This is an optimization exercise on Yosys and OpenROAD, whose aim is small area, a short achievable clock period and few clock cycles, not a production implementation. RTL that was checked went through simulation tests only; none was proved equivalent to the original. No functional check of the RTL was part of runs 5 and 6.

==> flow/design.v, too long to show whole: its modules and the start of the top module <==
// module csa_fa: 10 lines
// module csa_ha: 9 lines
// module sub16: 41 lines
// module complex_adder_subtractor: 18 lines
// module pp_nor: 7 lines
// module pp_booth: 10 lines
// module complex_multiplier: 1897 lines
// module complex_mean_square: 91 lines
module complex_mean_square (
    input wire i_clk,
    input wire i_arst,
    input wire i_en,
    input wire [2:0] i_log2_samples,
    input wire        i_valid,
    input wire [31:0] i_y,
    input wire [31:0] i_y_hat,
    output reg        o_valid,
    output reg [63:0] o_data
);
  // ...
==> flow/flow/run.sh <==
#!/bin/bash
# The standard layout, with timing repair aimed at a shorter period than the
# clock's: the constraints are unchanged, repair_timing gets a setup margin
# and may resize cells to other footprints, and the buffers that synthesis
# put in are taken out at floorplan (repair puts back those that are needed).
set -euo pipefail
bash standard.sh SETUP_SLACK_MARGIN=9.5 MATCH_CELL_FOOTPRINT=0 REMOVE_ABC_BUFFERS=1 finish > standard_flow.log 2>&1
==> flow/standard.sh <==
#!/bin/bash
# synth_recipe.tcl (not shown) runs the flow's synth.tcl, then flattens the netlist and writes it again
# the make line also repeats each setting of config.mk as NAME=value (left out here)
make -C /OpenROAD-flow-scripts/flow DESIGN_CONFIG=/design/flow/config.mk WORK_HOME=/design/flow/orfs CLKGATE_MAP_FILE= SYNTH_SCRIPT=/design/flow/synth_recipe.tcl "${@:-finish}"
==> flow/config.mk <==
export PLATFORM = sky130hd
export DESIGN_NAME = complex_mean_square
export DESIGN_NICKNAME = complex_mean_square
export VERILOG_FILES = /design/flow/design.v
export SDC_FILE = /design/flow/constraint.sdc
export NUM_CORES = 4
export LEC_CHECK = 0
export CAP_MARGIN = 20
export CORE_MARGIN = 2
export CORE_UTILIZATION = 40
export SLEW_MARGIN = 20
export SYNTH_HIERARCHICAL = 1
export SYNTH_MINIMUM_KEEP_SIZE = 0
==> flow/constraint.sdc <==
create_clock -name core_clock -period 13.5 [get_ports {i_clk}]
set_input_delay 2.7000 -clock core_clock [delete_from_list [all_inputs] [get_ports {i_clk}]]
set_output_delay 2.7000 -clock core_clock [all_outputs]
set_load 0.01 [all_outputs]
==> impl_metrics.py, run 1 <==
metrics = {
    "status": {
        "status": "finished clean",
    },
    "setup_path": {
        "worst_setup_path_end_kind": "register",
        "crit_chain": "clkdlybuf4s50_1 > xnor2_1 > mux2_2 > a221oi_2 > o311ai_2 > nand2_1",
        "path_buf_inv": 1,
        "cp.depth": 6,
        "regToRegSetupSlack_ns": 9.61,
    },
    "clock_network": {
        "cts_tree": "done",
        "cts_made_buffers": 29,
        "cts-root-buf": "clkbuf_16",
        "cts_num_sinks": 240,
        "ctsHoldBuffers": 0,
    },
    "die": {
        "dieArea_mm2": 0.0671,
    },
    "logic_synthesis": {
        "ys_warn_count": 7,
        "synth_compound_area_share_pct": 10.1,
        "syn_area_mm2": 0.0260,
        "yosysUniqueCellTypes": 86,
    },
    "placed_design": {
        "place_ws_ns": 8.49,
    },
    "job": {
        "max_cap_viol_count": 0,
    },
    "drt": {
        "drtPass1Iterations": 5,
    },
    "layout": {
        "final-nonclk-buf-share_pct": 8.74,
        "fillers": 6018,
    },
    "timing": {
        "rsz0062_at_grt": "true",
        "finalMaxSlewViolations": 0,
        "setup_ws_ns": 9.43,
        "fin_crit_ns": 4.07,
    },
    "worst_hold_path": {
        "min_to": "last2_r",
    },
    "global_routing": {
        "antenna_found_initial": 0,
        "use_met3_pct": 3.48,
    },
}
Testbench counts, summed over its fixed seeds: cycles 15,043.
==> run 2: changes to the inputs <==
==> flow/flow/run.sh (replaced) <==
#!/bin/bash
# The standard layout, with timing repair aimed at a shorter period than the
# clock's: the constraints are unchanged, repair_timing gets a setup margin
# and may resize cells to other footprints; the ports get plain buffers.
set -euo pipefail
bash standard.sh SETUP_SLACK_MARGIN=9.5 MATCH_CELL_FOOTPRINT=0 \
  "BUFFER_PORTS_ARGS=-buffer_cell sky130_fd_sc_hd__buf_2" finish > standard_flow.log 2>&1
==> impl_metrics.py, run 2 <==
metrics = {
    "status": {
        "status": "finished clean",
    },
    "clock_network": {
        "cts_made_buffers": 30,
        "cts_num_sinks": 240,
        "cts_tree": "done",
        "htreeDepth": 1,
        "clkTransAtPathRegs_ns": 0.06,
        "cts-root-buf": "clkbuf_16",
        "clock_latency_ns": 0.59,
        "clk_path_buf_depth": 3,
    },
    "layout": {
        "drive_gt1_share_pct": 12.9,
        "diodes": 0,
        "mostFrequentLayoutCells": "nor2_1, fa_1, inv_1",
        "largest_reg_flops": 64,
        "multi_input_area_mm2": 0.0195,
        "fillers": 6164,
        "top_register": "o_data",
        "seq_area_mm2": 0.00492,
        "syn2layout_area_growth_pct": 10.9,
        "final_cell_area_mm2": 0.0289,
        "layout_commonest_cell": "nor2_1",
        "nets": 3485,
    },
    "logic_synthesis": {
        "netlist.area_leader.share_pct": 36.7,
        "netlist_instances": 2742,
        "syn_area_mm2": 0.0260,
        "yosys.area.top_type": "fa_1",
        "synth.area.top_cells": "fa_1, dfxtp_1, nor2_1, ha_1, inv_1",
        "yosysUniqueCellTypes": 86,
        "avgSynthCellArea_um2": 9.49,
        "synth-main-ff-cell": "dfxtp_1",
        "synth_edf_count": 3,
        "synth_commonest_cells": "nor2_1, fa_1, inv_1, dfxtp_1, nand2_1",
        "ys_warn_count": 7,
        "yosysMostFrequentCell": "nor2_1",
        "yosys_register_bits": 240,
        "async_reset_ff_share_pct": 2.50,
        "yosysSeqAreaShare_pct": 18.7,
    },
    "setup_path": {
        "worst_setup_path_end_kind": "output port",
        "path_buf_inv": 1,
        "required_ns": 10.80,
        "reg2regPathDepth": 8,
        "crit_chain": "buf_2",
        "cp_slowest_stage_delay_ns": 0.48,
        "timing.rr.start": "nd1_r[24]",
        "slowest_stage": "dfxtp_1",
        "path_delay_family": "flip-flops",
        "crit_fanout": 2,
        "critPathLaunch": "o_data[29]",
        "critical_path_class": "register to output port",
        "cp-start-kind": "register",
        "regToRegSetupSlack_ns": 9.60,
        "worstReg2RegEnd": "im_c2_r[18]",
        "arrival_ns": 1.27,
    },
    "timing": {
        "whs_ns": 0.357,
        "fin_worst_skew_ns": 0.0199,
        "setup_tns_ns": 0,
        "worst_pin_slew_ns": 0.801,
        "finalMaxSlewViolations": 0,
        "fmax_mhz": 252,
        "fin_crit_ns": 3.97,
        "rsz0062_at_grt": "true",
        "fin_crit_sh_pct": 29.4,
        "relSlewSlack_pct": 46.5,
        "setup_ws_ns": 9.53,
        "setup_viol": 0,
        "hold_violations": 0,
    },
    "global_routing": {
        "antenna_found_initial": 0,
        "grt-ovfl-total": 0,
        "grt_pass1_vias": 21200,
        "grt_usage_pct": 21.7,
        "grt_max_degree": 54,
        "grt_pass1_wl_mm": 115,
    },
    "worst_hold_path": {
        "min_to": "last2_r",
        "hold_path.startpoint": "last1_r",
        "min_path_cells": 0,
        "hp-class": "register to register",
    },
    "die": {
        "placementRows": 93,
        "start_util_pct": 40.5,
        "dieArea_mm2": 0.0671,
        "pin_count": 136,
        "core_mm2": 0.0643,
        "die_y_um": 259,
        "die_x_um": 259,
    },
    "drt": {
        "via_per_inst": 5.44,
        "dr.first_iter.drc_count": 1666,
        "ant_nets": 0,
        "drc": 0,
        "wl_per_cell_um": 20.1,
        "drtPass1Iterations": 6,
        "num_vias": 20000,
        "wirelength_mm": 74.0,
    },
    "placed_design": {
        "port_buffers": 135,
        "hpwlAfterDp_mm": 52.0,
        "place_area_mm2": 0.0271,
        "gp_congestion": 0.896,
        "place_ws_ns": 9.00,
    },
    "job": {
        "max_cap_viol_count": 0,
    },
}
-- run 2: how the worst max path moves through the flow --
| stage | end | slack, ns | cells after the start |
|---|---|---|---|
| global placement | nd1_r[12] | 9.01 | 10 |
| global route | o_data[23] | 9.48 | 11 |
| finish | o_data[29] | 9.53 | 1 |
| floorplan | nd1_r[12] | 9.34 | 9 |
| detailed placement | nd1_r[12] | 9.00 | 10 |
| CTS | re_c2_r[17] | 9.43 | 12 |
-- run 2: repair_timing --
action / 4_1_cts / 5_1_grt
cloned: 0 / 1
gates resized for setup: 25 / 54
setup endpoints to repair: 36 / 44
hold endpoints to repair: 0 / 0
pin swaps: 5 / 31
hold buffers: 0 / 0
buffers inserted: 2 / 25
-- run 2: cell families after synthesis --
logic type | synth area share [%]
DFF | 18.7
buffers and inverters | 8.12
muxes | 2.55
and+or+nand+nor | 14.8
xor gates and xnor gates | 2.85
other | 0.0288
adders and majority gates | 42.9
AOI/OAI and AO/OA | 10.1
-- run 2: layer usage --
metal	wire length, um	global-route usage, %
met4	3100	7.92
met3	5470	2.86
met5	0	0
met2	34400	35.4
met1	31100	29.6
-- run 2: stage by stage --
| step | std cells | util [%] |
|---|---|---|
| after global routing | 3682 | 44.9 |
| after detailed placement | 3603 | 42.1 |
| after global placement | 3603 | 42.1 |
| final | 3682 | 44.9 |
| after floorplan | 2744 | - |
| after CTS | 3656 | 43.9 |
-- run 2: final cells by class --
| class | instances | share of cell area [%] |
|---|---|---|
| Clock buffer | 42 | 3.04 |
| Clock inverter | 9 | 0.455 |
| Inverter | 269 | 3.57 |
| Multi-Input combinational cell | 2072 | 67.5 |
| Sequential cell | 240 | 17.0 |
| Tap cell | 855 | 3.70 |
| Timing Repair Buffer | 195 | 4.72 |
-- run 2: per-module statistics from Yosys (local to each module, per instance) --
module               flip-flops and latches  copies in the design  cells
complex_mean_square                     240                     1   1167
complex_multiplier                        0                     1    336
csa_fa                                    0                   473      1
csa_ha                                    0                    18      1
pp_nor                                    0                   496      1
sub16                                     0                     2    126
==> run 3: changes to the inputs <==
--- a/flow/config.mk
+++ b/flow/config.mk
@@ -8,6 +8,7 @@
 export CAP_MARGIN = 20
 export CORE_MARGIN = 2
 export CORE_UTILIZATION = 40
+export CTS_BUF_LIST = sky130_fd_sc_hd__clkbuf_4
 export SLEW_MARGIN = 20
 export SYNTH_HIERARCHICAL = 1
 export SYNTH_MINIMUM_KEEP_SIZE = 0
==> impl_metrics.py, run 3 <==
metrics = {
    "logic_synthesis": {
        "synth-main-ff-cell": "dfxtp_1",
        "yosysUniqueCellTypes": 86,
        "netlist.area_leader.share_pct": 36.7,
        "avgSynthCellArea_um2": 9.49,
        "netlist_instances": 2742,
        "syn_area_mm2": 0.0260,
        "yosysSeqAreaShare_pct": 18.7,
        "yosysMostFrequentCell": "nor2_1",
        "yosys_register_bits": 240,
        "ys_warn_count": 7,
        "synth.area.top_cells": "fa_1, dfxtp_1, nor2_1, ha_1, inv_1",
        "synth_edf_count": 3,
        "synth_commonest_cells": "nor2_1, fa_1, inv_1, dfxtp_1, nand2_1",
        "async_reset_ff_share_pct": 2.50,
        "yosys.area.top_type": "fa_1",
    },
    "die": {
        "die_y_um": 259,
        "core_mm2": 0.0643,
        "placementRows": 93,
        "die_x_um": 259,
        "start_util_pct": 40.5,
        "pin_count": 136,
        "dieArea_mm2": 0.0671,
    },
    "timing": {
        "hold_violations": 0,
        "fin_worst_skew_ns": 0.0903,
        "fmax_mhz": 249,
        "fin_crit_sh_pct": 29.7,
        "rsz0062_at_grt": "true",
        "setup_viol": 0,
        "fin_crit_ns": 4.01,
        "relSlewSlack_pct": 48.1,
        "finalMaxSlewViolations": 0,
        "worst_pin_slew_ns": 0.768,
        "setup_tns_ns": 0,
        "setup_ws_ns": 9.49,
    },
    "drt": {
        "ant_nets": 0,
        "drtPass1Iterations": 5,
        "via_per_inst": 5.41,
        "wl_per_cell_um": 19.7,
        "num_vias": 20600,
        "wirelength_mm": 75.0,
        "drc": 0,
        "dr.first_iter.drc_count": 1625,
    },
    "layout": {
        "largest_reg_flops": 64,
        "top_register": "o_data",
        "drive_gt1_share_pct": 18.6,
        "mostFrequentLayoutCells": "nor2_1, fa_1, inv_1",
        "syn2layout_area_growth_pct": 14.4,
        "nets": 3580,
        "layout_commonest_cell": "nor2_1",
        "final_cell_area_mm2": 0.0298,
    },
    "clock_network": {
        "htreeDepth": 3,
        "clkTransAtPathRegs_ns": 0.08,
        "clock_latency_ns": 0.83,
        "cts_made_buffers": 73,
        "cts-root-buf": "clkbuf_4",
        "cts_num_sinks": 240,
        "cts_tree": "done",
        "clk_path_buf_depth": 3,
    },
    "worst_hold_path": {
        "min_path_cells": 0,
        "min_to": "last2_r",
        "hp-class": "register to register",
        "hold_path.startpoint": "last1_r",
    },
    "status": {
        "status": "finished clean",
    },
    "setup_path": {
        "critical_path_class": "register to output port",
        "path_buf_inv": 1,
        "timing.rr.start": "o_data[11]",
        "arrival_ns": 1.31,
        "cp_slowest_stage_delay_ns": 0.37,
        "worst_setup_path_end_kind": "output port",
        "slowest_stage": "dfxtp_4",
        "worstReg2RegEnd": "o_data[19]",
        "crit_chain": "buf_6",
        "regToRegSetupSlack_ns": 9.58,
        "crit_fanout": 2,
        "required_ns": 10.80,
        "reg2regPathDepth": 12,
        "cp-start-kind": "register",
        "path_delay_family": "flip-flops",
    },
    "job": {
        "max_cap_viol_count": 0,
    },
    "global_routing": {
        "grt_pass1_vias": 21900,
        "grt_max_degree": 54,
        "grt_pass1_wl_mm": 118,
        "grt_usage_pct": 22.3,
        "grt-ovfl-total": 0,
        "antenna_found_initial": 2,
    },
    "placed_design": {
        "hpwlAfterDp_mm": 52.0,
        "gp_congestion": 0.896,
        "place_area_mm2": 0.0271,
        "port_buffers": 135,
        "place_ws_ns": 9.00,
    },
}
run 3: cell counts after synthesis:
Identical to the previous run, type by type.
run 3: per-module statistics from Yosys, one instance, submodules excluded:
module,cell area (um2),flip-flops and latches,cells
complex_mean_square,10900,240,1167
complex_multiplier,1810,0,336
csa_fa,20.0,0,1
csa_ha,12.5,0,1
pp_nor,3.75,0,1
sub16,873,0,126
run 3: cell families after synthesis:
| group | synth area share, % |
|---|---|
| simple gates | 14.8 |
| compound gates | 10.1 |
| xor+xnor | 2.85 |
| other cells | 0.0288 |
| buf+inv | 8.12 |
| flops | 18.7 |
| mux | 2.55 |
| fa+ha+maj | 42.9 |
run 3: what timing repair did:
action                                  4_1_cts  5_1_grt
buffers inserted                             53       25
hold buffers                                  0        0
resized for setup                           191       69
cloned                                        0        2
endpoints found under the setup margin      105      102
pin swaps                                     5       24
hold endpoints to repair                      0        0
run 3: metrics by stage:
step | util (%) | hold WS (ns) | std cells
6_report | 46.3 | 0.351 | 3810
5_1_grt | 46.3 | 0.364 | 3810
4_1_cts | 45.2 | 0.357 | 3782
3_5_place_dp | 42.1 | 0.348 | 3603
3_3_place_gp | 42.1 | 0.341 | 3603
2_1_floorplan | - | 0.331 | 2744
run 3: metal layers:
metal | vias to the layer above | global-route usage, % | part of all wire (%)
met3 | 199 | 3.73 | 7.9
li1 | 9195 | - | -
met1 | 10300 | 29.8 | 41
met2 | 957 | 36.2 | 47
met4 | 0 | 8.51 | 4.0
met5 | - | 0 | 0
run 3: final cells by class:
type	instances	area, um2
fill	6142	34600
tap	855	1070
clock buffer	96	721
antenna	1	2.50
clock inverter	30	191
sequential	240	5100
timing repair buffer	247	2160
multi-input combinational	2072	19500
inverter	269	1030
run 3: how the worst max path moves through the flow:
| stage | endpoint | start | depth (start not counted) |
|---|---|---|---|
| final | o_data[61] | o_data[61] | 1 |
| after floorplan | nd1_r[12] | i_y[0] | 9 |
| after global placement | nd1_r[12] | i_y[0] | 10 |
| after CTS | o_data[44] | o_data[44] | 1 |
| after detailed placement | nd1_r[12] | i_y[0] | 10 |
| after global routing | o_valid | o_valid | 1 |
==> run 4: changes to the inputs <==
==> flow/flow/run.sh (replaced) <==
#!/bin/bash
# The standard layout, with timing repair aimed at a shorter period than the
# clock's: the constraints are unchanged, repair_timing gets a setup margin
# and may resize cells to other footprints.
set -euo pipefail
bash standard.sh SETUP_SLACK_MARGIN=9.5 MATCH_CELL_FOOTPRINT=0 finish > standard_flow.log 2>&1
--- a/flow/config.mk
+++ b/flow/config.mk
@@ -8,7 +8,6 @@
 export CAP_MARGIN = 20
 export CORE_MARGIN = 2
 export CORE_UTILIZATION = 40
-export CTS_BUF_LIST = sky130_fd_sc_hd__clkbuf_4
 export SLEW_MARGIN = 20
 export SYNTH_HIERARCHICAL = 1
 export SYNTH_MINIMUM_KEEP_SIZE = 0
==> impl_metrics.py, run 4 <==
metrics = {
    "drt": {
        "drtPass1Iterations": 5,
        "via_per_inst": 5.46,
        "wl_per_cell_um": 20.3,
        "dr.first_iter.drc_count": 1647,
        "num_vias": 20300,
        "wirelength_mm": 75.7,
        "ant_nets": 0,
        "drc": 0,
    },
    "global_routing": {
        "antenna_found_initial": 1,
        "grt_pass1_wl_mm": 116,
        "grt_usage_pct": 21.7,
        "grt_max_degree": 73,
        "grt-ovfl-total": 0,
        "grt_pass1_vias": 21500,
    },
    "setup_path": {
        "crit_fanout": 6,
        "arrival_ns": 4.49,
        "critical_path_class": "input pin to register",
        "worst_setup_path_end_kind": "register",
        "required_ns": 14.01,
        "cp-start-kind": "input pin",
    },
    "timing": {
        "setup_tns_ns": 0,
        "whs_ns": 0.351,
        "setup_viol": 0,
        "worst_pin_slew_ns": 0.902,
        "rsz0062_at_grt": "true",
        "fin_crit_ns": 3.98,
        "finalMaxSlewViolations": 0,
        "hold_violations": 0,
        "fin_crit_sh_pct": 29.5,
        "relSlewSlack_pct": 39.9,
        "setup_ws_ns": 9.52,
        "fin_worst_skew_ns": 0.0185,
        "fmax_mhz": 251,
    },
    "clock_network": {
        "cts_made_buffers": 30,
        "clkTransAtPathRegs_ns": 0.06,
        "clock_latency_ns": 0.58,
        "cts_num_sinks": 240,
        "clk_path_buf_depth": 3,
        "cts_tree": "done",
        "htreeDepth": 1,
        "cts-root-buf": "clkbuf_16",
    },
    "logic_synthesis": {
        "synth.area.top_cells": "fa_1, dfxtp_1, nor2_1, ha_1, inv_1",
        "synth_commonest_cells": "nor2_1, fa_1, inv_1, dfxtp_1, nand2_1",
        "synth-main-ff-cell": "dfxtp_1",
        "yosysMostFrequentCell": "nor2_1",
        "yosys.area_share.simple_pct": 14.8,
        "synth_mux_area_share_pct": 2.55,
        "ys_warn_count": 7,
        "yosys.area_share.adder_pct": 42.9,
        "yosysUniqueCellTypes": 86,
        "synth_edf_count": 3,
        "syn_area_mm2": 0.0260,
        "synth_compound_area_share_pct": 10.1,
        "async_reset_ff_share_pct": 2.50,
        "netlist.area_leader.share_pct": 36.7,
        "yosys.area.top_type": "fa_1",
        "yosysSeqAreaShare_pct": 18.7,
        "netlist_instances": 2742,
        "synth_top_family_by_area": "adder cells",
        "yosys_register_bits": 240,
        "synth-xor-area-share_pct": 2.85,
        "avgSynthCellArea_um2": 9.49,
    },
    "die": {
        "placementRows": 93,
        "die_y_um": 259,
        "core_mm2": 0.0643,
        "dieArea_mm2": 0.0671,
        "start_util_pct": 40.5,
        "die_x_um": 259,
        "pin_count": 136,
    },
    "layout": {
        "fillers": 5897,
        "nets": 3527,
        "drive_gt1_share_pct": 12.2,
        "layout_commonest_cell": "nor2_1",
        "top_register": "o_data",
        "largest_reg_flops": 64,
        "seq_area_mm2": 0.00498,
        "diodes": 0,
        "mostFrequentLayoutCells": "nor2_1, fa_1, inv_1",
        "multi_input_area_mm2": 0.0198,
        "syn2layout_area_growth_pct": 17.4,
    },
    "placed_design": {
        "place_ws_ns": 8.54,
        "port_buffers": 135,
        "hpwlAfterDp_mm": 51.0,
        "gp_congestion": 0.881,
    },
    "worst_hold_path": {
        "hp-class": "register to register",
    },
    "job": {
        "max_cap_viol_count": 0,
    },
    "status": {
        "status": "finished clean",
    },
}
-- run 4: cell counts after synthesis --
Identical to the previous run, type by type.
-- run 4: worst max-delay path, stage by stage --
cell             delay (ns)
clkdlybuf4s50_1        0.45
inv_1                  0.04
ha_2                   0.38
inv_1                  0.13
nor3_4                 0.25
a211oi_2               0.10
a221oi_2               0.25
o311ai_1               0.13
nand2_1                0.07
-- run 4: cell families (layout without fill, tap and decap cells) --
group,after synthesis,in the layout
xor+xnor,83,83
compound gates,387,387
buf+inv,432,560
mux,65,65
flops,240,240
other cells,2,4
simple gates,927,927
fa+ha+maj,606,606
-- run 4: metal layers --
metal | vias up | part of all wire, % | GRT usage [%]
li1 | 9032 | - | -
met1 | 10200 | 42 | 29.8
met2 | 893 | 46 | 35.0
met3 | 208 | 8.0 | 2.99
met4 | 0 | 4.5 | 8.16
met5 | - | 0 | 0
-- run 4: through the flow --
step,cells,instance area (um2),utilization [%]
floorplan,2744,26200,-
detailed placement,3595,27700,43.1
global route,3727,30600,47.5
finish,3727,30600,47.5
CTS,3680,29700,46.1
global placement,3595,27700,43.1
-- run 4: final timing paths --
path | start | endpoint | slack, ns | depth (start not counted)
worst max-delay path | i_y_hat[29] | nd1_r[31] | 9.52 | 9
worst min-delay path | last1_r | last2_r | 0.35 | 0
worst max register to register | o_data[33] | o_data[54] | 9.56 | 12
worst min register to register | last1_r | last2_r | 0.35 | 0
max in group asynchronous | i_arst | busy_r | 10.99 | 2
min in group asynchronous | i_arst | take_en_r | 2.32 | 2
-- run 4: what timing repair did --
item                                    in CTS  in global routing
hold buffers                                 0                  0
pin swaps                                   47                 53
endpoints found under the setup margin     118                 49
cloned                                       0                  1
resized for setup                          199                 87
buffers inserted                            31                 46
-- run 4: modules after synthesis (local to each module, per instance) --
module | cells | times used
complex_mean_square | 1167 | 1
complex_multiplier | 336 | 1
csa_fa | 1 | 473
csa_ha | 1 | 18
pp_nor | 1 | 496
sub16 | 126 | 2
-- run 4: cell type report --
type                            instances  share of cell area (%)
Clock buffer                           42                    2.87
Sequential cell                       240                    16.3
Multi-Input combinational cell       2072                    64.7
Clock inverter                         12                   0.643
Tap cell                              855                    3.50
Inverter                              269                    3.37
Timing Repair Buffer                  237                    8.64
==> module complex_mean_square, before the edit <==
module complex_mean_square (
    input wire i_clk,
    input wire i_arst,
    input wire i_en,
    input wire [2:0] i_log2_samples,
    input wire        i_valid,
    input wire [31:0] i_y,
    input wire [31:0] i_y_hat,
    output reg        o_valid,
    output reg [63:0] o_data
);
    reg        busy_r;       
    reg        skip_r;       
    reg        take_en_r;    
    reg  [6:0] cnt_r;        
    reg  [2:0] k_r;          
    reg        last1_r, last2_r;
    wire       start = ~busy_r & i_en;
    wire       take  = take_en_r & i_valid;
    wire [6:0] n_m1  = ~(7'h7f << k_r);
    wire       last  = take & (cnt_r == n_m1);
    always @(posedge i_clk or posedge i_arst) begin
        if (i_arst) begin
            busy_r    <= 1'b0;
            skip_r    <= 1'b0;
            take_en_r <= 1'b0;
            last1_r   <= 1'b0;
            last2_r   <= 1'b0;
            o_valid   <= 1'b0;
        end else begin
            if (start) begin
                busy_r <= 1'b1;
                skip_r <= 1'b1;
            end
            if (skip_r) begin
                skip_r    <= 1'b0;
                take_en_r <= 1'b1;
            end
            if (last)
                take_en_r <= 1'b0;
            last1_r <= last;
            last2_r <= last1_r;
            o_valid <= last2_r;
            if (last2_r)
                busy_r <= 1'b0;
        end
    end
    always @(posedge i_clk) begin
        if (start) begin
            k_r   <= i_log2_samples;
            cnt_r <= 7'd0;
        end else if (take) begin
            cnt_r <= cnt_r + 7'd1;
        end
    end
    wire [15:0] diff_re, diff_im;
    sub16 sub_re (.a(i_y[15:0]),  .b(i_y_hat[15:0]),  .d(diff_re));
    sub16 sub_im (.a(i_y[31:16]), .b(i_y_hat[31:16]), .d(diff_im));
    reg [31:0] nd1_r;
    always @(posedge i_clk)
        nd1_r <= take ? ~{diff_im, diff_re} : 32'hffffffff;
    wire [31:0] re_s, re_c, im_s, im_c;
    complex_multiplier cpow_calculator (
        .na(nd1_r),
        .re_s(re_s), .re_c(re_c), .im_s(im_s), .im_c(im_c)
    );
    reg [31:0] re_s2_r, re_c2_r, im_s2_r, im_c2_r;
    always @(posedge i_clk) begin
        re_s2_r <= re_s;
        re_c2_r <= re_c;
        im_s2_r <= im_s;
        im_c2_r <= im_c;
    end
    wire [31:0] cs_re_s, cs_re_c, cs_im_s, cs_im_c;
    genvar gi;
    generate
        for (gi = 0; gi < 32; gi = gi + 1) begin : g_csa
            csa_fa fa_re (.a(o_data[gi]), .b(re_s2_r[gi]), .c(re_c2_r[gi]),
                          .s(cs_re_s[gi]), .co(cs_re_c[gi]));
            csa_fa fa_im (.a(o_data[32+gi]), .b(im_s2_r[gi]), .c(im_c2_r[gi]),
                          .s(cs_im_s[gi]), .co(cs_im_c[gi]));
        end
    endgenerate
    wire [31:0] sum_re = cs_re_s + {cs_re_c[30:0], 1'b0};
    wire [31:0] sum_im = cs_im_s + {cs_im_c[30:0], 1'b0};
    wire [2:0]  sh     = last2_r ? k_r : 3'd0;
    wire [31:0] res_re = $signed(sum_re) >>> sh;
    wire [31:0] res_im = $signed(sum_im) >>> sh;
    always @(posedge i_clk)
        o_data <= busy_r ? {res_im, res_re} : 64'd0;
endmodule
==> run 5: changes to the inputs <==
--- a/flow/design.v
+++ b/flow/design.v
@@ -17,6 +17,38 @@
     assign s  = a ^ b;
     assign co = a & b;
 endmodule
+module add_sk #(
+    parameter W = 32
+) (
+    input  [W-1:0] a,
+    input  [W-1:0] b,
+    input          ci,
+    output [W-1:0] s
+);
+    localparam L = $clog2(W);
+    wire [W-1:0] p = a ^ b;
+    wire [W-1:0] g = a & b;
+    wire [W-1:0] gg [0:L];
+    wire [W-1:0] pp [0:L];
+    assign gg[0] = {g[W-1:1], g[0] | p[0] & ci};
+    assign pp[0] = p;
+    genvar l, i;
+    generate
+        for (l = 0; l < L; l = l + 1) begin : lv
+            for (i = 0; i < W; i = i + 1) begin : bt
+                if ((i >> l) & 1) begin
+                    localparam integer J = ((i >> l) << l) - 1;
+                    assign gg[l+1][i] = gg[l][i] | pp[l][i] & gg[l][J];
+                    assign pp[l+1][i] = pp[l][i] & pp[l][J];
+                end else begin
+                    assign gg[l+1][i] = gg[l][i];
+                    assign pp[l+1][i] = pp[l][i];
+                end
+            end
+        end
+    endgenerate
+    assign s = p ^ {gg[L][W-2:0], ci};
+endmodule
 module sub16 (
     input  [15:0] a,
     input  [15:0] b,
@@ -2073,8 +2105,9 @@
                           .s(cs_im_s[gi]), .co(cs_im_c[gi]));
         end
     endgenerate
-    wire [31:0] sum_re = cs_re_s + {cs_re_c[30:0], 1'b0};
-    wire [31:0] sum_im = cs_im_s + {cs_im_c[30:0], 1'b0};
+    wire [31:0] sum_re, sum_im;
+    add_sk #(.W(32)) add_re (.a(cs_re_s), .b({cs_re_c[30:0], 1'b0}), .ci(1'b0), .s(sum_re));
+    add_sk #(.W(32)) add_im (.a(cs_im_s), .b({cs_im_c[30:0], 1'b0}), .ci(1'b0), .s(sum_im));
     wire [2:0]  sh     = last2_r ? k_r : 3'd0;
     wire [31:0] res_re = $signed(sum_re) >>> sh;
     wire [31:0] res_im = $signed(sum_im) >>> sh;
==> flow/flow/run.sh (replaced) <==
#!/bin/bash
# The standard layout, with timing repair aimed at a shorter period than the
# clock's: the constraints are unchanged, repair_timing gets a setup margin
# and may resize cells to other footprints; the ports get plain buffers.
set -euo pipefail
bash standard.sh SETUP_SLACK_MARGIN=9.5 MATCH_CELL_FOOTPRINT=0 \
  "BUFFER_PORTS_ARGS=-buffer_cell sky130_fd_sc_hd__buf_2" finish > standard_flow.log 2>&1
==> impl_metrics.py, run 5 <==
metrics = {
    "timing": {
        "fin_worst_skew_ns": 0.0218,
        "setup_viol": 0,
        "rsz0062_at_grt": "true",
        "setup_tns_ns": 0,
        "fmax_mhz": 253,
        "finalMaxSlewViolations": 0,
        "hold_violations": 0,
        "whs_ns": 0.347,
        "worst_pin_slew_ns": 0.988,
        "relSlewSlack_pct": 33.4,
        "fin_crit_ns": 3.95,
        "fin_crit_sh_pct": 29.3,
    },
    "global_routing": {
        "grt_pass1_wl_mm": 104,
        "grt_pass1_vias": 20000,
        "grt_max_degree": 66,
        "grt_usage_pct": 19.8,
        "antenna_found_initial": 0,
        "grt-ovfl-total": 0,
    },
    "die": {
        "start_util_pct": 40.5,
        "die_x_um": 257,
        "core_mm2": 0.0631,
        "die_y_um": 257,
        "pin_count": 136,
        "placementRows": 92,
        "dieArea_mm2": 0.0658,
    },
    "logic_synthesis": {
        "yosys.area.top_type": "fa_1",
        "synth-main-ff-cell": "dfxtp_1",
        "yosys_register_bits": 240,
        "avgSynthCellArea_um2": 10.2,
        "netlist.area_leader.share_pct": 38.2,
        "synth.area.top_cells": "fa_1, dfxtp_1, nor2_1, ha_1, mux4_2",
        "yosysUniqueCellTypes": 66,
        "yosysSeqAreaShare_pct": 19.1,
        "netlist_instances": 2509,
        "synth_edf_count": 3,
        "synth_commonest_cells": "nor2_1, fa_1, inv_1, dfxtp_1, nand2_1",
        "syn_area_mm2": 0.0255,
        "yosysMostFrequentCell": "nor2_1",
        "ys_warn_count": 8,
        "async_reset_ff_share_pct": 2.50,
    },
    "drt": {
        "via_per_inst": 5.29,
        "drtPass1Iterations": 5,
        "dr.first_iter.drc_count": 1275,
        "ant_nets": 0,
        "drc": 0,
        "num_vias": 18200,
        "wirelength_mm": 64.7,
        "wl_per_cell_um": 18.8,
    },
    "clock_network": {
        "cts_tree": "done",
        "htreeDepth": 1,
        "cts_num_sinks": 240,
        "cts-root-buf": "clkbuf_16",
        "ctsHoldBuffers": 0,
        "clkTransAtPathRegs_ns": 0.06,
        "cts_made_buffers": 30,
        "clk_path_buf_depth": 3,
        "clock_latency_ns": 0.59,
    },
    "layout": {
        "drive_gt1_share_pct": 15.3,
        "top_register": "o_data",
        "diodes": 0,
        "nets": 3255,
        "final_cell_area_mm2": 0.0283,
        "mostFrequentLayoutCells": "nor2_1, fa_1, inv_1",
        "largest_reg_flops": 64,
        "layout_commonest_cell": "nor2_1",
        "syn2layout_area_growth_pct": 10.9,
    },
    "placed_design": {
        "hpwlAfterDp_mm": 45.3,
        "place_area_mm2": 0.0267,
        "gp_congestion": 0.858,
        "port_buffers": 135,
    },
    "setup_path": {
        "slowest_stage": "dfxtp_1",
        "crit_chain": "buf_2",
        "cp-start-kind": "register",
        "path_delay_family": "flip-flops",
        "arrival_ns": 1.25,
        "required_ns": 10.80,
        "worst_setup_path_end_kind": "output port",
        "path_buf_inv": 1,
        "crit_fanout": 2,
        "cp_slowest_stage_delay_ns": 0.47,
        "critical_path_class": "register to output port",
    },
    "job": {
        "max_cap_viol_count": 0,
    },
    "status": {
        "status": "finished clean",
    },
    "worst_hold_path": {
        "hp-class": "register to register",
    },
}
[run 5: cell types whose count changed in the layout (fill, tap and decap cells not counted), moves of 33 or more]
cell / delta
buf_2: +135
dlymetal6s2s_1: -107
buf_4: -66
mux4_2: +58
mux2i_1: -50
nor2_1: -49
o21ai_0: -46
a21oi_1: -37
inv_1: +37
o22ai_1: -34
a21boi_0: +33
[run 5: per-layer routing]
metal	share of wire (%)	track usage [%]	vias up	wire [um]
met1	40	24.9	9406	26100
met4	3.2	6.17	0	2080
li1	-	-	7985	-
met3	6.3	3.05	128	4070
met5	0	0	-	0
met2	50	34.8	671	32500
[run 5: cells by family after synthesis]
family | Yosys count | share of synthesized area [%]
flops | 240 | 19.1
xor+xnor | 76 | 2.61
compound gates | 246 | 7.20
buf+inv | 435 | 8.14
other cells | 3 | 0.0441
fa+ha+maj | 614 | 44.4
simple gates | 830 | 13.1
mux | 65 | 5.40
[run 5: Yosys stat by module, one instance, submodules excluded, excerpt]
module               cell area (um2)  flops+latches  cells  copies in the design
csa_ha                          12.5              0      1                    18
complex_multiplier              1810              0    336                     1
complex_mean_square             7850            240    624                     1
pp_nor                          3.75              0      1                   496
csa_fa                          20.0              0      1                   473
sub16                            873              0    126                     2
[run 5: final timing paths]
check                                start           to  slack, ns  depth (start not counted)
worst min-delay path               last1_r      last2_r       0.35                          0
worst max register to register   nd1_r[17]  re_c2_r[17]       9.62                         10
max in group asynchronous           i_arst       busy_r      11.26                          2
worst max-delay path            o_data[22]   o_data[22]       9.55                          1
worst min register to register     last1_r      last2_r       0.35                          0
min in group asynchronous           i_arst      o_valid       2.03                          2
[run 5: layout make-up]
| cell class | count | area (um2) |
|---|---|---|
| Clock buffer | 40 | 911 |
| Clock inverter | 16 | 193 |
| Fill cell | 6079 | 34800 |
| Inverter | 288 | 1110 |
| Multi-Input combinational cell | 1839 | 18900 |
| Sequential cell | 240 | 4940 |
| Tap cell | 846 | 1060 |
| Timing Repair Buffer | 171 | 1180 |
[run 5: timing repair]
item                                    in CTS  in global routing
cloned                                       0                  2
endpoints found under the setup margin      24                 65
setup buffers                                0                 10
gates resized for setup                     18                 53
pin swaps                                    0                 19
hold endpoints to repair                     0                  0
[run 5: metrics by stage]
stage	setup WS [ns]	cells	util, %
final	9.55	3440	44.9
after detailed placement	8.98	3372	42.3
after CTS	9.46	3428	44.1
after global routing	9.42	3440	44.9
after floorplan	9.34	2514	-
after global placement	9.05	3372	42.3
==> run 6: changes to the inputs <==
--- a/flow/config.mk
+++ b/flow/config.mk
@@ -7,7 +7,7 @@
 export LEC_CHECK = 0
 export CAP_MARGIN = 20
 export CORE_MARGIN = 2
-export CORE_UTILIZATION = 40
+export CORE_UTILIZATION = 60
 export SLEW_MARGIN = 20
 export SYNTH_HIERARCHICAL = 1
 export SYNTH_MINIMUM_KEEP_SIZE = 0
==> impl_metrics.py, run 6 <==
metrics = {
    "status": {
        "status": "finished clean",
    },
    "clock_network": {
        "htreeDepth": 1,
        "cts-root-buf": "clkbuf_16",
        "ctsHoldBuffers": 0,
        "clk_path_buf_depth": 3,
        "clkTransAtPathRegs_ns": 0.06,
        "cts_tree": "done",
        "clock_latency_ns": 0.57,
        "cts_num_sinks": 240,
        "cts_made_buffers": 28,
    },
    "logic_synthesis": {
        "synth-main-ff-cell": "dfxtp_1",
        "ys_warn_count": 8,
        "yosys.area.top_type": "fa_1",
        "avgSynthCellArea_um2": 10.2,
        "yosysUniqueCellTypes": 66,
        "async_reset_ff_share_pct": 2.50,
        "yosysMostFrequentCell": "nor2_1",
        "synth_commonest_cells": "nor2_1, fa_1, inv_1, dfxtp_1, nand2_1",
        "yosysSeqAreaShare_pct": 19.1,
        "syn_area_mm2": 0.0255,
        "synth_edf_count": 3,
        "yosys_register_bits": 240,
        "synth.area.top_cells": "fa_1, dfxtp_1, nor2_1, ha_1, mux4_2",
        "netlist_instances": 2509,
        "netlist.area_leader.share_pct": 38.2,
    },
    "layout": {
        "nets": 3257,
        "layout_commonest_cell": "nor2_1",
        "top_register": "o_data",
        "drive_gt1_share_pct": 15.3,
        "mostFrequentLayoutCells": "nor2_1, fa_1, inv_1",
        "final_util_pct": 66.3,
        "syn2layout_area_growth_pct": 9.02,
        "fillers": 3454,
        "diodes": 0,
        "largest_reg_flops": 64,
    },
    "timing": {
        "fin_worst_skew_ns": 0.0108,
        "relSlewSlack_pct": 40.0,
        "hold_violations": 0,
        "finalMaxSlewViolations": 0,
        "rsz0062_at_grt": "false",
        "fin_crit_sh_pct": 29.0,
        "setup_ws_ns": 9.58,
        "setup_viol": 0,
        "fmax_mhz": 255,
        "whs_ns": 0.350,
        "worst_pin_slew_ns": 0.890,
        "setup_tns_ns": 0,
        "fin_crit_ns": 3.92,
    },
    "setup_path": {
        "crit_fanout": 32,
        "required_ns": 13.96,
        "worst_setup_path_end_kind": "register",
        "regToRegSetupSlack_ns": 9.58,
        "critical_path_class": "register to register",
        "cp-start-kind": "register",
        "arrival_ns": 4.38,
    },
    "global_routing": {
        "antenna_found_initial": 0,
        "grt_pass1_wl_mm": 103,
        "grt_pass1_vias": 19800,
        "grt_usage_pct": 30.0,
        "grt_max_degree": 66,
        "grt-ovfl-total": 0,
    },
    "die": {
        "die_x_um": 210,
        "placementRows": 75,
        "start_util_pct": 60.8,
        "pin_count": 136,
        "core_mm2": 0.0419,
        "dieArea_mm2": 0.0442,
        "die_y_um": 210,
    },
    "drt": {
        "via_per_inst": 5.81,
        "wirelength_mm": 64.0,
        "num_vias": 18200,
        "drtPass1Iterations": 5,
        "ant_nets": 0,
        "dr.first_iter.drc_count": 1180,
        "drc": 0,
        "wl_per_cell_um": 20.4,
    },
    "placed_design": {
        "gp_congestion": 0.844,
        "hpwlAfterDp_mm": 44.7,
        "place_ws_ns": 9.02,
        "port_buffers": 135,
    },
    "job": {
        "max_cap_viol_count": 0,
    },
    "worst_hold_path": {
        "hp-class": "register to register",
    },
}
run 6: cell counts after synthesis:
Identical to the previous run, type by type.
run 6: final cells by class:
type	count	area, um2	share of cell area (%)
tap	539	674	2.42
inverter	288	1110	3.98
timing repair buffer	175	1180	4.24
multi-input combinational	1839	18900	67.9
sequential	240	4930	17.7
clock inverter	15	210	0.755
clock buffer	37	817	2.94
run 6: logic make-up (layout without fill, tap and decap cells):
kind of cell | Yosys count | count (layout) | synth area share [%]
AOI/OAI and AO/OA | 246 | 246 | 7.20
xor gates and xnor gates | 76 | 76 | 2.61
adders and majority gates | 614 | 614 | 44.4
buffers and inverters | 435 | 515 | 8.14
DFF | 240 | 240 | 19.1
muxes | 65 | 65 | 5.40
other | 3 | 8 | 0.0441
and+or+nand+nor | 830 | 830 | 13.1
run 6: layer usage:
layer  vias up  GRT usage, %  wire length, um  part of all wire [%]
li1       7997             -                -                     -
met1      9288          38.7            25200                    39
met2       735          52.0            32000                    50
met3       170          4.59             4550                   7.1
met4         0          10.4             2200                   3.4
met5         -             0                0                     0
run 6: stage by stage:
stage / cell area [um2] / instances
after floorplan: 25700 / 2514
after CTS: 27400 / 3120
final: 27800 / 3133
after detailed placement: 26300 / 3065
after global placement: 26300 / 3065
after global routing: 27800 / 3133
run 6: worst max-delay path, stage by stage (launching register included):
cell,delay [ns]
dfxtp_1,0.31
clkbuf_8,0.30
nor2_1,0.13
fa_1,0.52
inv_1,0.05
fa_1,0.37
inv_1,0.10
fa_1,0.43
fa_1,0.49
inv_1,0.05
fa_1,0.47
fa_1,0.50
inv_1,0.04
run 6: what timing repair did:
| action | 4_1_cts | 5_1_grt |
|---|---|---|
| pin swaps | 4 | 18 |
| cloned | 0 | 2 |
| endpoints found under the setup margin | 36 | 49 |
| setup buffers | 3 | 11 |
| resized for setup | 21 | 49 |
| hold endpoints to repair | 0 | 0 |
run 6: Yosys stat by module (local to each module, per instance), a selection:
module               area, um2  flops+latches  times used  cells
complex_mean_square       7850            240           1    624
complex_multiplier        1810              0           1    336
csa_fa                    20.0              0         473      1
csa_ha                    12.5              0          18      1
pp_nor                    3.75              0         496      1
sub16                      873              0           2    126
run 6: worst paths after layout:
path	cells past startpoint	start	endpoint
worst min-delay path	0	last1_r	last2_r
max in group asynchronous	2	i_arst	busy_r
worst max-delay path	12	nd1_r[13]	re_c2_r[19]
worst min register to register	0	last1_r	last2_r
worst max register to register	12	nd1_r[13]	re_c2_r[19]
min in group asynchronous	2	i_arst	skip_r
==> run 7: changes to the inputs <==
--- a/flow/design.v
+++ b/flow/design.v
@@ -18,14 +18,14 @@
     assign co = a & b;
 endmodule
 module add_sk #(
-    parameter W = 32
+    parameter W = 32,
+    parameter L = 5         
 ) (
     input  [W-1:0] a,
     input  [W-1:0] b,
     input          ci,
     output [W-1:0] s
 );
-    localparam L = $clog2(W);
     wire [W-1:0] p = a ^ b;
     wire [W-1:0] g = a & b;
     wire [W-1:0] gg [0:L];
@@ -115,16 +115,6 @@
 );
     assign y = ~(a | b);
 endmodule
-module pp_booth (
-    input  a,
-    input  b,
-    input  c,
-    input  d,
-    input  e,
-    output y
-);
-    assign y = ((a & ~d) | (b & ~e)) ^ c;
-endmodule
 module complex_multiplier (
     input  [31:0] na,
     output [31:0] re_s, re_c, im_s, im_c
==> impl_metrics.py, run 7 <==
metrics = {
    "logic_synthesis": {
        "syn_area_mm2": 0.0255,
        "yosys.area.top_type": "fa_1",
        "yosysUniqueCellTypes": 66,
        "ys_warn_count": 8,
        "avgSynthCellArea_um2": 10.2,
        "netlist_instances": 2509,
        "yosys_register_bits": 240,
        "yosysMostFrequentCell": "nor2_1",
        "yosysSeqAreaShare_pct": 19.1,
        "netlist.area_leader.share_pct": 38.2,
        "synth_commonest_cells": "nor2_1, fa_1, inv_1, dfxtp_1, nand2_1",
        "synth.area.top_cells": "fa_1, dfxtp_1, nor2_1, ha_1, mux4_2",
        "synth_edf_count": 3,
        "async_reset_ff_share_pct": 2.50,
        "synth-main-ff-cell": "dfxtp_1",
    },
    "placed_design": {
        "gp_congestion": 0.838,
        "port_buffers": 135,
        "place_ws_ns": 9.00,
        "hpwlAfterDp_mm": 44.2,
    },
    "setup_path": {
        "worst_setup_path_end_kind": "register",
        "crit_fanout": 3,
        "slowest_stage": "fa_2",
        "cp_slowest_stage_delay_ns": 0.37,
        "crit_chain": "buf_2 > inv_8 > ha_4 > fa_2 > nor2b_2 > o2111ai_2 > a21boi_2 > a211oi_2 > xnor2_1 > nand2_1",
        "required_ns": 13.92,
        "arrival_ns": 4.34,
        "critical_path_class": "input pin to register",
        "cp-start-kind": "input pin",
    },
    "timing": {
        "setup_tns_ns": 0,
        "fin_crit_sh_pct": 29.0,
        "worst_pin_slew_ns": 0.886,
        "fin_worst_skew_ns": 0.0126,
        "fmax_mhz": 255,
        "rsz0062_at_grt": "true",
        "hold_violations": 0,
        "relSlewSlack_pct": 40.3,
        "setup_viol": 0,
        "fin_crit_ns": 3.92,
        "setup_ws_ns": 9.58,
        "finalMaxSlewViolations": 0,
    },
    "layout": {
        "mostFrequentLayoutCells": "nor2_1, fa_1, inv_1",
        "syn2layout_area_growth_pct": 8.91,
        "drive_gt1_share_pct": 15.5,
        "nets": 3257,
        "top_register": "o_data",
        "largest_reg_flops": 64,
        "diodes": 0,
        "layout_commonest_cell": "nor2_1",
    },
    "global_routing": {
        "grt_pass1_vias": 19800,
        "grt_max_degree": 66,
        "grt_pass1_wl_mm": 102,
        "grt_usage_pct": 29.8,
        "antenna_found_initial": 0,
        "grt-ovfl-total": 0,
    },
    "clock_network": {
        "cts_num_sinks": 240,
        "cts_tree": "done",
        "clkTransAtPathRegs_ns": 0.07,
        "cts-root-buf": "clkbuf_16",
        "clock_latency_ns": 0.56,
        "cts_made_buffers": 27,
        "htreeDepth": 1,
        "clk_path_buf_depth": 3,
    },
    "drt": {
        "wl_per_cell_um": 20.5,
        "ant_nets": 0,
        "drtPass1Iterations": 6,
        "drc": 0,
        "via_per_inst": 5.79,
        "num_vias": 18100,
        "wirelength_mm": 64.2,
        "dr.first_iter.drc_count": 1172,
    },
    "status": {
        "status": "finished clean",
    },
    "die": {
        "start_util_pct": 60.8,
        "core_mm2": 0.0419,
        "pin_count": 136,
        "die_y_um": 210,
        "dieArea_mm2": 0.0442,
        "die_x_um": 210,
        "placementRows": 75,
    },
    "job": {
        "max_cap_viol_count": 0,
    },
    "worst_hold_path": {
        "hp-class": "register to register",
    },
}
[run 7: cell counts after synthesis]
Identical to the previous run, type by type.
[run 7: final cells by class]
type	count	area (um2)
Multi-Input combinational cell	1839	18900
Fill cell	3399	14100
Sequential cell	240	4930
Timing Repair Buffer	176	1230
Inverter	288	1110
Clock buffer	33	738
Tap cell	539	674
Clock inverter	16	169
[run 7: what timing repair did]
item / CTS / global route
gates resized for setup: 21 / 61
setup endpoints to repair: 39 / 58
pin swaps: 2 / 28
setup buffers: 2 / 12
hold buffers: 0 / 0
gates cloned: 0 / 3
[run 7: logic make-up (layout without fill, tap and decap cells)]
kind of cell	after synthesis	count (layout)	synth area share, %
AND/OR/NAND/NOR	830	830	13.1
multiplexers	65	65	5.40
XOR/XNOR	76	76	2.61
flip-flops	240	240	19.1
adder cells (fa/ha/maj)	614	614	44.4
other	3	8	0.0441
AO/OA/AOI/OAI	246	246	7.20
buffers and inverters	435	513	8.14
[run 7: modules after synthesis (local to each module, per instance), excerpt]
module,cell area (um2),flip-flops and latches,times used
complex_mean_square,7850,240,1
complex_multiplier,1810,0,1
csa_fa,20.0,0,473
csa_ha,12.5,0,18
pp_nor,3.75,0,496
sub16,873,0,2
[run 7: worst max-delay path, delay by kind of cell]
kind / cells / cell delay (ns)
xor gates and xnor gates: 1 / 0.17
buffers and inverters: 2 / 0.16
AOI/OAI and AO/OA: 3 / 0.56
adders and majority gates: 2 / 0.52
and+or+nand+nor: 2 / 0.23
[run 7: final timing paths]
path / from / endpoint / slack [ns] / depth (start not counted)
worst max register to register: nd1_r[28] / im_c2_r[19] / 9.59 / 10
max in group asynchronous: i_arst / busy_r / 11.25 / 2
worst max-delay path: i_y[0] / nd1_r[12] / 9.58 / 10
worst min-delay path: last1_r / last2_r / 0.36 / 0
worst min register to register: last1_r / last2_r / 0.36 / 0
min in group asynchronous: i_arst / o_valid / 2.04 / 2
[run 7: routing by layer]
| layer | wire length [um] | part of all wire [%] | vias to the layer above | global-route usage, % |
|---|---|---|---|---|
| met3 | 4270 | 6.6 | 148 | 4.11 |
| met4 | 2060 | 3.2 | 0 | 9.54 |
| li1 | - | - | 7987 | - |
| met5 | 0 | 0 | - | 0 |
| met2 | 32200 | 50 | 626 | 51.6 |
| met1 | 25700 | 40 | 9372 | 39.1 |
[run 7: metrics by stage]
step                      std cells  area (um2)  util (%)  hold slack (ns)
after floorplan                2514       25700         -            0.331
after global placement         3065       26300      62.7            0.333
after detailed placement       3065       26300      62.7            0.349
after CTS                      3116       27300      65.1            0.363
after global routing           3131       27800      66.3            0.391
final                          3131       27800      66.3            0.359
Testbench counts of run 7, summed over its fixed seeds: cycles 15,043.
==> run 8: changes to the inputs <==
--- a/flow/config.mk
+++ b/flow/config.mk
@@ -8,6 +8,8 @@
 export CAP_MARGIN = 20
 export CORE_MARGIN = 2
 export CORE_UTILIZATION = 60
+export CTS_CLUSTER_DIAMETER = 60
+export CTS_CLUSTER_SIZE = 40
 export SLEW_MARGIN = 20
 export SYNTH_HIERARCHICAL = 1
 export SYNTH_MINIMUM_KEEP_SIZE = 0
==> impl_metrics.py, run 8 <==
metrics = {
    "timing": {
        "setup_viol": 0,
        "hold_violations": 0,
        "fin_crit_ns": 3.93,
        "fin_crit_sh_pct": 29.1,
        "setup_tns_ns": 0,
        "setup_ws_ns": 9.57,
        "fin_worst_skew_ns": 0.0156,
        "relSlewSlack_pct": 37.6,
        "finalMaxSlewViolations": 0,
        "fmax_mhz": 254,
        "worst_pin_slew_ns": 0.926,
        "whs_ns": 0.360,
        "rsz0062_at_grt": "true",
    },
    "setup_path": {
        "cp_slowest_stage_delay_ns": 0.49,
        "timing.rr.start": "o_data[7]",
        "critPathLaunch": "o_data[7]",
        "regToRegSetupSlack_ns": 9.57,
        "required_ns": 13.96,
        "arrival_ns": 4.39,
        "crit_chain": "fa_1 > ha_1 > o21ai_1 > a2111oi_4 > a32oi_2 > o21ai_4 > and4_1 > o21a_2 > o21ai_2 > a221oi_2 > mux4_2 > nand2_1 > a21boi_0",
        "crit_fanout": 4,
        "worst_setup_path_end_kind": "register",
        "cp-start-kind": "register",
        "critical_path_class": "register to register",
        "slowest_stage": "fa_1",
    },
    "global_routing": {
        "antenna_found_initial": 0,
        "grt_max_degree": 66,
        "grt-ovfl-total": 0,
        "grt_usage_pct": 29.8,
        "grt_pass1_vias": 19800,
        "grt_pass1_wl_mm": 102,
    },
    "logic_synthesis": {
        "yosysUniqueCellTypes": 66,
        "netlist_instances": 2509,
        "netlist.area_leader.share_pct": 38.2,
        "ys_warn_count": 8,
        "avgSynthCellArea_um2": 10.2,
        "synth.area.top_cells": "fa_1, dfxtp_1, nor2_1, ha_1, mux4_2",
        "synth-main-ff-cell": "dfxtp_1",
        "synth_edf_count": 3,
        "synth_commonest_cells": "nor2_1, fa_1, inv_1, dfxtp_1, nand2_1",
        "yosysMostFrequentCell": "nor2_1",
        "yosys.area.top_type": "fa_1",
        "yosys_register_bits": 240,
        "yosysSeqAreaShare_pct": 19.1,
        "async_reset_ff_share_pct": 2.50,
        "syn_area_mm2": 0.0255,
    },
    "layout": {
        "diodes": 0,
        "top_register": "o_data",
        "nets": 3259,
        "largest_reg_flops": 64,
        "syn2layout_area_growth_pct": 9.07,
        "mostFrequentLayoutCells": "nor2_1, fa_1, inv_1",
        "layout_commonest_cell": "nor2_1",
        "drive_gt1_share_pct": 15.5,
        "fillers": 3392,
        "seq_area_mm2": 0.00494,
        "multi_input_area_mm2": 0.0189,
    },
    "die": {
        "placementRows": 75,
        "die_x_um": 210,
        "start_util_pct": 60.8,
        "dieArea_mm2": 0.0442,
        "pin_count": 136,
        "core_mm2": 0.0419,
        "die_y_um": 210,
    },
    "clock_network": {
        "ctsHoldBuffers": 0,
        "htreeDepth": 1,
        "clk_path_buf_depth": 3,
        "cts-root-buf": "clkbuf_16",
        "clock_latency_ns": 0.56,
        "cts_tree": "done",
        "clkTransAtPathRegs_ns": 0.07,
        "cts_num_sinks": 240,
        "cts_made_buffers": 27,
    },
    "placed_design": {
        "gp_congestion": 0.838,
        "port_buffers": 135,
        "hpwlAfterDp_mm": 44.2,
        "place_ws_ns": 9.00,
    },
    "status": {
        "status": "finished clean",
    },
    "drt": {
        "num_vias": 18200,
        "wl_per_cell_um": 20.6,
        "drtPass1Iterations": 6,
        "ant_nets": 0,
        "wirelength_mm": 64.5,
        "dr.first_iter.drc_count": 1334,
        "drc": 0,
        "via_per_inst": 5.82,
    },
    "worst_hold_path": {
        "hold_path.startpoint": "last1_r",
        "hp-class": "register to register",
    },
    "job": {
        "max_cap_viol_count": 0,
    },
}
run 8: cell counts after synthesis:
No cell type changed its count.
run 8: cell families after synthesis:
kind of cell | share of synthesized area [%]
simple gates | 13.1
mux | 5.40
flops | 19.1
fa+ha+maj | 44.4
other cells | 0.0441
compound gates | 7.20
xor+xnor | 2.61
buf+inv | 8.14
run 8: cell type report:
| class | count | share of cell area (%) |
|---|---|---|
| clock buffer | 30 | 2.54 |
| sequential | 240 | 17.8 |
| timing repair buffer | 178 | 4.52 |
| inverter | 288 | 3.97 |
| clock inverter | 19 | 0.805 |
| tap | 539 | 2.42 |
| multi-input combinational | 1839 | 68.0 |
run 8: worst paths after layout:
kind                       depth (start not counted)         end
min                                                0     last2_r
max                                               13  o_data[28]
max reg2reg                                       13  o_data[28]
min reg2reg                                        0     last2_r
min in group asynchronous                          2     o_valid
max in group asynchronous                          2      busy_r
run 8: what timing repair did:
action                     4_1_cts  5_1_grt
setup endpoints to repair       40       58
pin swaps                        2       23
gates resized for setup         22       56
cloned                           0        4
buffers inserted                 2       13
run 8: critical path: cells and delay by family, from the launching register on:
family | cells | cell delay, ns
multiplexers | 1 | 0.36
AO/OA/AOI/OAI | 8 | 1.97
AND/OR/NAND/NOR | 2 | 0.32
adder cells (fa/ha/maj) | 2 | 0.84
flip-flops | 1 | 0.33
run 8: per-layer routing:
| layer | part of all wire [%] | track usage, % |
|---|---|---|
| met5 | 0 | 0 |
| met4 | 2.8 | 9.12 |
| met3 | 6.7 | 3.62 |
| met2 | 50 | 51.7 |
| met1 | 40 | 39.5 |
run 8: through the flow:
step / area, um2 / cells / util [%]
after floorplan: 25700 / 2514 / -
after global placement: 26300 / 3065 / 62.7
after detailed placement: 26300 / 3065 / 62.7
after CTS: 27300 / 3116 / 65.1
after global routing: 27800 / 3133 / 66.4
final: 27800 / 3133 / 66.4
run 8: modules after synthesis, one instance, submodules excluded, a selection:
module / copies in the design / area (um2)
sub16: 2 / 873
csa_ha: 18 / 12.5
complex_mean_square: 1 / 7850
csa_fa: 473 / 20.0
pp_nor: 496 / 3.75
complex_multiplier: 1 / 1810

==> afterwards: timing with drivers on the ports <==
The results above use ideal ports. As a check the final layouts listed here were re-extracted and re-timed, cells and wires unchanged. Step 1 (the two cells are an assumption about what drives the block):
set clk [get_ports {i_clk}]
set_driving_cell -lib_cell sky130_fd_sc_hd__clkbuf_16 $clk
set_driving_cell -lib_cell sky130_fd_sc_hd__buf_2 [delete_from_list [all_inputs] $clk]
Step 2, shift: input delay + t, output delay - t, t = (earliest + latest rising clock arrival at the registers) / 2. This alone moves slack from input paths to output paths. Three values: ideal ports, drivers, drivers and shift; two values: the first two.
run | t (ns) | setup WS [ns] | hold WS [ns] | clock arrival spread, ns | worst register clock-pin slew, ns
run 1 | 0.637 | 9.430 / 9.463 / 8.827 | 0.367 / 0.367 / 0.367 | 0.021 / 0.021 | 0.07 / 0.07
run 2 | 0.633 | 9.526 / 9.470 / 9.016 | 0.357 / 0.357 / 0.357 | 0.022 / 0.023 | 0.06 / 0.06
run 3 | 0.843 | 9.485 / 9.427 / 9.014 | 0.351 / 0.351 / 0.351 | 0.090 / 0.090 | 0.08 / 0.08
run 4 | 0.633 | 9.519 / 9.519 / 8.917 | 0.351 / 0.351 / 0.351 | 0.019 / 0.019 | 0.06 / 0.06
run 5 | 0.638 | 9.548 / 9.486 / 8.983 | 0.347 / 0.347 / 0.347 | 0.022 / 0.022 | 0.07 / 0.07
run 6 | 0.624 | 9.582 / 9.542 / 9.009 | 0.350 / 0.350 / 0.350 | 0.010 / 0.010 | 0.06 / 0.06
run 7 | 0.613 | 9.578 / 9.559 / 9.006 | 0.359 / 0.359 / 0.359 | 0.012 / 0.013 | 0.07 / 0.07
run 8 | 0.615 | 9.570 / 9.551 / 9.003 | 0.360 / 0.360 / 0.360 | 0.017 / 0.017 | 0.08 / 0.08
After both steps every run listed still meets setup and hold. The setup slack of run 1, which loses most, moves by +0.033 ns with the drivers and by -0.603 ns with both steps.
